What follows belongs to an exercise in optimizing a design on an open flow for small area, a short achievable clock period and few clock cycles; a production flow would make more cautious choices.
Only simulation tests tie the RTL to the original design; equivalence was not proved.
Power is estimated from default activity; no workload was simulated.

==> flow/design.v <==
`timescale 1ns / 1ps
module reg_file(
	input clk,
	input write_en,
	input [3:0] wrData,
	input [15:0] DataIn,
	input [3:0] rdDataA,
	input [3:0] rdDataB,
	output reg [15:0] A,
	output reg [15:0] B);
	reg [15:0] reg1,  reg2,  reg3,  reg4;
   reg [15:0] reg5,  reg6,  reg7,  reg8;
   reg [15:0] reg9,  reg10, reg11, reg12;
   reg [15:0] reg13, reg14, reg15;
	always@(*)
	begin
		case (rdDataA)
		 0 : A = 0;
		 1 : A = reg1;
		 2 : A = reg2;
		 3 : A = reg3;
		 4 : A = reg4;
		 5 : A = reg5;
		 6 : A = reg6;
		 7 : A = reg7;
		 8 : A = reg8;
		 9 : A = reg9;
		 10 : A = reg10;
		 11 : A = reg11;
		 12 : A = reg12;
		 13 : A = reg13;
		 14 : A = reg14;
		 15 : A = reg15;
		endcase
		case (rdDataB)
		 0 : B = 0;
		 1 : B = reg1;
		 2 : B = reg2;
		 3 : B = reg3;
		 4 : B = reg4;
		 5 : B = reg5;
		 6 : B = reg6;
		 7 : B = reg7;
		 8 : B = reg8;
		 9 : B = reg9;
		 10 : B = reg10;
		 11 : B = reg11;
		 12 : B = reg12;
		 13 : B = reg13;
		 14 : B = reg14;
		 15 : B = reg15;
		endcase	
	end
	always@(posedge clk)
	begin
	   if (write_en)
			case (wrData)
				0 : begin end
				1 : reg1 <= DataIn;
				2 : reg2 <= DataIn;
				3 : reg3 <= DataIn;
				4 : reg4 <= DataIn;
				5 : reg5 <= DataIn;
				6 : reg6 <= DataIn;
				7 : reg7 <= DataIn;
				8 : reg8 <= DataIn;
				9 : reg9 <= DataIn;
			  10 : reg10 <= DataIn;
			  11 : reg11 <= DataIn;
			  12 : reg12 <= DataIn;
			  13 : reg13 <= DataIn;
			  14 : reg14 <= DataIn;
			  15 : reg15 <= DataIn;
			endcase
	end
endmodule
`timescale 1ns / 1ps
module Core(
	input             clk,
	input             rst,                        
	input      [15:0] mem_to_core_data,           
	output reg [15:0] core_to_mem_data,           
	output reg [23:0] core_to_mem_address,        
	output reg        core_to_mem_write_enable);  
	parameter ADD  = 4'b0000;
	parameter ADDI = 4'b0001;
	parameter SUB  = 4'b0010;
	parameter LW   = 4'b0011;
	parameter SW   = 4'b0100;
	parameter LUI  = 4'b0101;
	parameter CMP  = 4'b0110;
	parameter BR   = 4'b0111;
	parameter JMP  = 4'b1000;
	parameter SLL  = 4'b1001;
	parameter SLR  = 4'b1010;
	parameter AND  = 4'b1011;
	parameter NAND = 4'b1100;
	parameter OR   = 4'b1101;
	parameter NOT  = 4'b1110;
	parameter LLI  = 4'b1111;
	parameter FETCH   = 3'b000;
	parameter DECODE  = 3'b001;
	parameter EXECUTE = 3'b010;
	parameter LOAD1   = 3'b011;
	parameter LOAD2   = 3'b100;
	parameter STORE   = 3'b101;
	parameter BRANCH  = 3'b110;
	parameter JUMP    = 3'b111;
	reg        zero;                   
	reg        negative;               
	reg        addr_ext;               
	reg [2:0]  core_state;             
	reg [23:0] pc;                     
	reg [3:0]  opcode;
	reg [3:0]  offset;
	reg [3:0]  dest_index;
	reg [3:0]  branch_index;
	reg [7:0]  immediate;
	reg [15:0] reg_data1;
	reg [15:0] reg_data2;
	reg         write_enable;
	reg  [3:0]  read_index1;
	reg  [3:0]  read_index2;
	reg  [3:0]  write_index;
	reg  [15:0] write_data;
	wire [15:0] read_data1;
	wire [15:0] read_data2;
	reg_file _reg_file(
	 .clk      (clk), 
	 .rdDataA  (read_index1),
	 .rdDataB  (read_index2),
	 .write_en (write_enable),
	 .DataIn   (write_data),
	 .wrData   (write_index),
	 .A		  (read_data1),
	 .B		  (read_data2));
	always@(*)
	begin
	 read_index1  = 0;
	 read_index2  = 0;
	 write_data   = 0;
	 write_enable = 0;
	 write_index  = 0;
	 core_to_mem_address      = 0;
	 core_to_mem_data         = 0;
	 core_to_mem_write_enable = 0;
	 case (core_state)
	  FETCH:   core_to_mem_address = pc;
	  DECODE:  begin 
				   read_index1 = mem_to_core_data[11:8];  
				   read_index2 = mem_to_core_data[7:4];   
			     end
	  EXECUTE: begin 
	            write_index  = dest_index;
				   write_enable = 1;
				   if      (opcode == ADD)
				    write_data = reg_data1 + reg_data2;
				   else if (opcode == ADDI)
				    write_data = reg_data1 + immediate;
				   else if (opcode == SUB)
				    write_data = reg_data2 - reg_data1;						 
				   else if (opcode == SLL)
				    write_data = reg_data1 << offset;
				   else if (opcode == SLR)
				    write_data = reg_data1 >> offset;
				   else if (opcode == AND)
				    write_data = reg_data1 & reg_data2;
				   else if (opcode == NAND)
				    write_data = ~(reg_data1 & reg_data2);
				   else if (opcode == OR)
				    write_data = reg_data1 | reg_data2;
				   else if (opcode == NOT)
				    write_data = ~reg_data1;
				   else if (opcode == LUI)
				    write_data = {immediate, reg_data1[7:0]};
				   else if (opcode == LLI)
				    write_data = {reg_data1[15:8], immediate};
				   else if (opcode == CMP)
				    write_enable = 0;
				  end
	  LOAD1:   begin
					if (addr_ext == 0)
				    core_to_mem_address = pc;
					else
					 core_to_mem_address = {immediate, mem_to_core_data};
				  end
	  LOAD2:   begin
				   write_enable = 1;
				   write_index  = dest_index;
				   write_data   = mem_to_core_data;
				  end
	  STORE:   begin
					if (addr_ext == 0)
					 core_to_mem_address = pc;
					else
					 begin
					  core_to_mem_address      = {immediate,mem_to_core_data};
					  core_to_mem_data         = reg_data1;
				     core_to_mem_write_enable = 1;
					 end
				  end
	  BRANCH: begin 
					if (addr_ext == 0)
				    core_to_mem_address = pc;
					else
					 core_to_mem_address = core_to_mem_address;
				 end
	  JUMP:   begin 
			      if (addr_ext == 0)
				    core_to_mem_address = pc;
					else
					 core_to_mem_address = core_to_mem_address;
				 end
	 endcase
	end
	always@(posedge clk)
	 begin	
	 if (rst)
	  begin
	   core_state <= FETCH;
	   pc         <= 24'h3c8c;
	   addr_ext   <= 0;
	  end
	 else
	 case (core_state)
	  FETCH:   begin 
			      core_state <= DECODE;
			      pc         <= pc + 1'b1;
			     end
	  DECODE:  begin
				   opcode        = mem_to_core_data[15:12];
				   immediate    <= mem_to_core_data[7:0];
				   offset       <= mem_to_core_data[3:0];
				   reg_data1    <= read_data1;
				   reg_data2    <= read_data2;
					branch_index <= mem_to_core_data[11:8];
				   if (opcode == LW || opcode == LUI || opcode == LLI || opcode == ADDI)
				    dest_index <= mem_to_core_data[11:8];
				   else
				    dest_index <= mem_to_core_data[7:4];
				   if (opcode == ADD  ||
				       opcode == ADDI ||
				       opcode == SUB  ||
				       opcode == CMP  ||
				       opcode == SLL  ||
				       opcode == SLR  ||
				       opcode == AND  ||
				       opcode == NAND ||
				       opcode == OR   ||
				       opcode == LUI  ||
				       opcode == LLI  ||
				       opcode == NOT)
				    core_state <= EXECUTE;
				   else if (opcode == LW)
				    core_state <= LOAD1;
				   else if (opcode == SW)
				    core_state <= STORE;
				   else if (opcode == BR)
				    core_state <= BRANCH;
				   else if (opcode == JMP)
				    core_state <= JUMP;
				  end
	  EXECUTE: begin 
				   if (opcode == CMP) 
				    begin
					  zero <= reg_data1 == reg_data2;
					  if (reg_data1 < reg_data2)
					   negative <= 1;	
					  else
					   negative <= 0;
				    end
				   core_state <= FETCH;
				  end
	  LOAD1:   begin
				   if (addr_ext == 1)
				    begin 
				     core_state <= LOAD2;
			        addr_ext   <= 0;
				    end
				   else
				    addr_ext <= 1;
				  end
	  LOAD2:   begin
	            core_state <= FETCH;
					pc         <= pc + 1'b1;
	           end
	  STORE:   begin
				   if (addr_ext == 1)
					 begin
				     core_state <= FETCH;
					  pc         <= pc + 1'b1;
					  addr_ext   <= 0;
					 end
				   else
				    addr_ext <= 1;
				  end
	  BRANCH:  begin
					if (addr_ext == 1)
				    begin 
				     if      (branch_index == 4'b0000)  
				      if (zero)
				       pc <= {immediate, mem_to_core_data};
				      else
				       pc <= pc + 1'b1; 
				     else if (branch_index == 4'b0001)  
				      if (!zero)
				       pc <= {immediate, mem_to_core_data};	
				      else
				       pc <= pc + 1'b1; 					  
				     else if (branch_index == 4'b0010)  
				      if (negative)
				       pc <= {immediate, mem_to_core_data};	
				      else
				       pc <= pc + 1'b1;
				     else if (branch_index == 4'b0011)  
				      if (zero || negative)
				       pc <= {immediate, mem_to_core_data};	
				      else
				       pc <= pc + 1'b1;					  
				     else if (branch_index == 4'b0100)  
				      if (!negative && !zero)
				       pc <= {immediate, mem_to_core_data}; 
				      else
				       pc <= pc + 1'b1;
				     else if (branch_index == 4'b0101)  
				      if (!negative || zero)
				       pc <= {immediate, mem_to_core_data};
				      else
				       pc <= pc + 1'b1;  
				     core_state <= FETCH;
				     addr_ext   <= 0;
				    end
				   else
				    addr_ext <= 1;
				  end
	  JUMP:    begin
				   if (addr_ext == 1)
				    begin 
			        pc <= {immediate, mem_to_core_data};
				     core_state <= FETCH;
			        addr_ext <= 0;
				    end
				   else
				    addr_ext <= 1;
				  end	
	  endcase
	 end
endmodule
==> flow/run.sh <==
#!/bin/bash
# synth_recipe.tcl (not shown) runs the flow's synth.tcl, then flattens the netlist and writes it again
# the make line also repeats each setting of config.mk as NAME=value (left out here)
make -C /OpenROAD-flow-scripts/flow DESIGN_CONFIG=/design/flow/config.mk WORK_HOME=/design/flow/orfs CLKGATE_MAP_FILE= SYNTH_SCRIPT=/design/flow/synth_recipe.tcl finish
==> flow/config.mk <==
export PLATFORM = sky130hd
export DESIGN_NAME = Core
export DESIGN_NICKNAME = Core
export VERILOG_FILES = /design/flow/design.v
export SDC_FILE = /design/flow/constraint.sdc
export NUM_CORES = 4
export LEC_CHECK = 0
export CAP_MARGIN = 20
export CORE_MARGIN = 2
export CORE_UTILIZATION = 40
export SLEW_MARGIN = 20
==> flow/constraint.sdc <==
create_clock -name core_clock -period 7.0 [get_ports {clk}]
set_input_delay 1.4000 -clock core_clock [delete_from_list [all_inputs] [get_ports {clk}]]
set_output_delay 1.4000 -clock core_clock [all_outputs]
set_load 0.01 [all_outputs]
==> results by group <==
Run status
  • Outcome: timing/DRC/antenna clean

STA
  • Setup skew after layout: 15.6 ps
  • Shortest clock period the worst path allows after layout: 4940 ps
  • Tightest Pin Transition: 1200 ps
  • Max_slew headroom: 20.1%
  • Sum Neg Setup Slack: 0 ps
  • Fmax: 0.202 GHz
  • Setup repair after global routing missed its margin: no
  • Hold Violations, Final: 0
  • Number of slew-limit violations in the final report: 0
  • Final clock period utilization by the worst path: 70.6%
  • Final hold slack: 570 ps
  • Count of final setup violators: 0

Synthesis
  • Synth Warn #: 2
  • Post-Syn Area: 20,600 µm²
  • EDFF count, synth: 294
  • Area fraction of the dominant cell type after synthesis: 42.8%
  • Async SR Flop Fraction: 0%
  • Dominant synthesized flop cell: sky130_fd_sc_hd__edfxtp_1
  • Dominant cells by area after synthesis: sky130_fd_sc_hd__edfxtp_1 (43%), sky130_fd_sc_hd__a22oi_1 (6.5%), sky130_fd_sc_hd__ha_1 (3.5%)
  • Cell with the most instances after synthesis: sky130_fd_sc_hd__edfxtp_1
  • FF+latch count, synth: 322
  • List of most frequent post-synthesis cells: sky130_fd_sc_hd__edfxtp_1 (294), sky130_fd_sc_hd__a22oi_1 (179), sky130_fd_sc_hd__nor2_1 (179)
  • Average size of a mapped cell: 10.1 µm²
  • Dominant cell type by area after synthesis: sky130_fd_sc_hd__edfxtp_1
  • Synthesized netlist net count: 2,124
  • Number of unique standard cell types used by synthesis: 94
  • Gate Count Post-Synth: 2,045
  • Portion of the post-synthesis area used by sequential elements: 45.6%

CTS
  • Max H-tree Level: 2
  • Root cell of the clock tree: sky130_fd_sc_hd__clkbuf_16
  • TritonCTS Sinks: 322
  • Cts bufs inserted: 37
  • Cts hold-fix bufs: 0
  • CTS tree: yes
  • Clock latency reported for the late side of the worst-skew pair: 560 ps
  • Post-CTS setup-driven buffer insertion count: 0
  • Resize count post-CTS: 0
  • Maximum buffer depth of the clock tree: 3
  • Clock slew at the register clock pins of the worst setup and hold paths: 60 ps

Detailed routing
  • Routed wirelength normalized by instance count: 29.3 µm
  • DR pass1 iterations: 9
  • Antenna Nets Post-Route: 0
  • Residual DRC count: 0
  • Final wirelength: 80,800 µm
  • Total number of vias: 18,800
  • Vias/cell: 6.81
  • DR iter-0 viols: 2,861

Hold path
  • Worst hold path endpoint: pc[22]
  • Worst hold path type: flip-flop to flip-flop
  • Cell depth of the worst min-delay path: 2
  • Min-delay src: pc[22]

Place
  • HPWL after detailed placement: 54,100 µm
  • Buffers on Ports: 58
  • Final Wtd Congestion: 0.984

Die
  • Die Ht: 231 µm
  • Floorplan core area: 51,100 µm²
  • Die span in x: 231 µm
  • Top-level port count: 59
  • Effective utilization at floorplan: 40.3%
  • Core Rows: 83
  • Full die area: 53,300 µm²

Setup path
  • Reg-to-reg critical path startpoint: immediate[0]
  • Worst setup path class: flip-flop to output port
  • Required time of the worst setup path: 5600 ps
  • Critical R2R Capture: _reg_file.reg9[14]
  • Setup slack, reg-to-reg: 2420 ps
  • Launching element type of the critical path: flip-flop
  • Endpoint kind of the worst setup timing path: output port
  • Critical-path maximum fanout: 39
  • Data arrival time at the worst-slack endpoint: 3540 ps
  • Worst r2r path cells: 12

Power and ir drop
  • Switching power as a share of total power: 31.4%
  • Internal Power: 3.79 mW
  • Total power: 5.52 mW
  • Power per unit of standard cell area: 238 nW/µm²
  • Static leakage: 7.63 nW
  • Switching power: 1.73 mW
  • IR drop worst, VDD: 0.246 mV
  • Clock network fraction of total power: 35.6%
  • Fraction of power consumed by combinational cells: 22.5%
  • Sequential share of power: 41.9%

Global route
  • Maximum number of pins on one net before global-route repair: 53
  • Total global routing track utilization: 29.8%
  • Global-route wire length before repair: 119,000 µm
  • Global Route met2 Usage: 45.7%
  • Number of global-route vias before repair: 17,800
  • Routing usage on met3: 6.05%
  • Met1 capacity usage during global routing: 40.1%
  • Number of antenna violations at the first check in global routing: 0
  • GRT overflow: 0
  • Busiest layer in global routing: met2

Run
  • Number of max-cap violations: 0

Finish
  • Area added between synthesis and finish: 12.6%
  • Fraction of the core area covered by cells at the end of the flow: 45.4%
  • Fraction of layout cells with a size suffix above 1: 11.2%
  • Final nets: 2,130
## flip-flops by register name, indices dropped and copies added (netlist names), 8 cells and up
name / flops
_reg_file.reg1: 16
_reg_file.reg10: 16
_reg_file.reg11: 16
_reg_file.reg12: 16
_reg_file.reg13: 16
_reg_file.reg14: 16
_reg_file.reg15: 16
_reg_file.reg2: 16
_reg_file.reg3: 16
_reg_file.reg4: 16
_reg_file.reg5: 16
_reg_file.reg6: 16
_reg_file.reg7: 16
_reg_file.reg8: 16
_reg_file.reg9: 16
immediate: 8
pc: 24
reg_data1: 16
reg_data2: 16
## per-stage QoR
stage | setup slack [ps] | cells | instance area, µm²
after detailed placement | 2190 | 2692 | 22000
after CTS | 1730 | 2758 | 23200
after floorplan | 2710 | 2045 | 20600
after global placement | 2230 | 2692 | 22000
after global routing | 1820 | 2758 | 23200
final | 2060 | 2759 | 23200
## area by class of cell
| type | count | area (µm²) |
|---|---|---|
| diodes | 1 | 2.50 |
| clock buffers | 42 | 966 |
| clock inverters | 24 | 260 |
| fillers | 4834 | 27900 |
| inverters | 66 | 248 |
| multi-input cells | 1494 | 10400 |
| flip-flops and latches | 322 | 9390 |
| well taps | 680 | 851 |
| repair buffers | 130 | 1120 |
## worst max path at each step
stage                               from                      end  depth (start not counted)
global route               core_state[2]  core_to_mem_address[16]                          6
global placement    mem_to_core_data[11]  core_to_mem_address[11]                          4
detailed placement   mem_to_core_data[8]   core_to_mem_address[8]                          4
floorplan                            rst          branch_index[0]                          3
finish                     core_state[2]   core_to_mem_address[6]                          6
CTS                        core_state[2]  core_to_mem_address[17]                          6
## per-layer routing
layer	wire length, µm	share of wire, %
met1	32100	40
met2	35500	44
met3	8790	11
met4	4440	5.5
met5	0	0
## power by group through the flow
stage | Sequential (mW) | Combinational [mW] | Clock (mW)
after floorplan | 2.28 | 0.829 | 0
after global placement | 2.34 | 1.20 | 0
after detailed placement | 2.35 | 1.20 | 0
after CTS | 2.31 | 1.21 | 1.98
after global routing | 2.32 | 1.33 | 2.06
final | 2.31 | 1.24 | 1.97
## cell usage in the layout (no fill, tap or decap), drive strengths merged, types with 40 or more instances in the layout
cell type / Yosys / layout
nor3: 57 / 57
nand2: 137 / 137
nor2: 186 / 186
nand3: 41 / 41
clkdlybuf4s50: 0 / 58
a21oi: 109 / 109
a221oi: 50 / 50
buf: 69 / 72
a22oi: 179 / 179
ha: 58 / 58
o21ai: 116 / 116
clkbuf: 94 / 42
and3: 40 / 40
inv: 66 / 68
edfxtp: 294 / 294
## worst max-delay path, stage by stage (launching register included)
cell and delay (ps):
sky130_fd_sc_hd__dfxtp_1 310, sky130_fd_sc_hd__buf_4 340, sky130_fd_sc_hd__nand2_1 680, sky130_fd_sc_hd__nor2_4 760
sky130_fd_sc_hd__a22oi_1 190, sky130_fd_sc_hd__o21ai_0 120, sky130_fd_sc_hd__clkdlybuf4s50_1 570
## logic make-up after synthesis
| family | count (synthesis) | share of synthesized area (%) |
|---|---|---|
| buffers and inverters | 229 | 4.80 |
| flip-flops | 322 | 45.6 |
| multiplexers | 72 | 4.24 |
| adder cells (fa/ha/maj) | 61 | 3.81 |
| XOR/XNOR | 52 | 2.25 |
| AO/OA/AOI/OAI | 706 | 24.3 |
| AND/OR/NAND/NOR | 603 | 15.1 |
Testbench counts, summed over its fixed seeds: cycles 110,023.

static timing again, ports no longer ideal:
No port has a modelled driver above. Below, the same layout with a new extraction and two added sets of constraints.
Step 1, drivers: a clkbuf_16 drives clk and a buf_2 each remaining input, both assumed.
Step 2, shift: input delay + t, output delay - t, t = (earliest + latest rising clock arrival at the registers) / 2. This alone moves slack from input paths to output paths.
a / b / c = no drivers / after step 1 / after step 2; a / b = the first two.
t, ns: 0.611
setup slack, ns: 2.057 / 2.001 / 2.173
worst slew at a driven data input, ns: 0.04
After both steps setup and hold are still met in this run. The setup slack of this run moves by -0.056 ns with the drivers and by +0.116 ns with both steps.
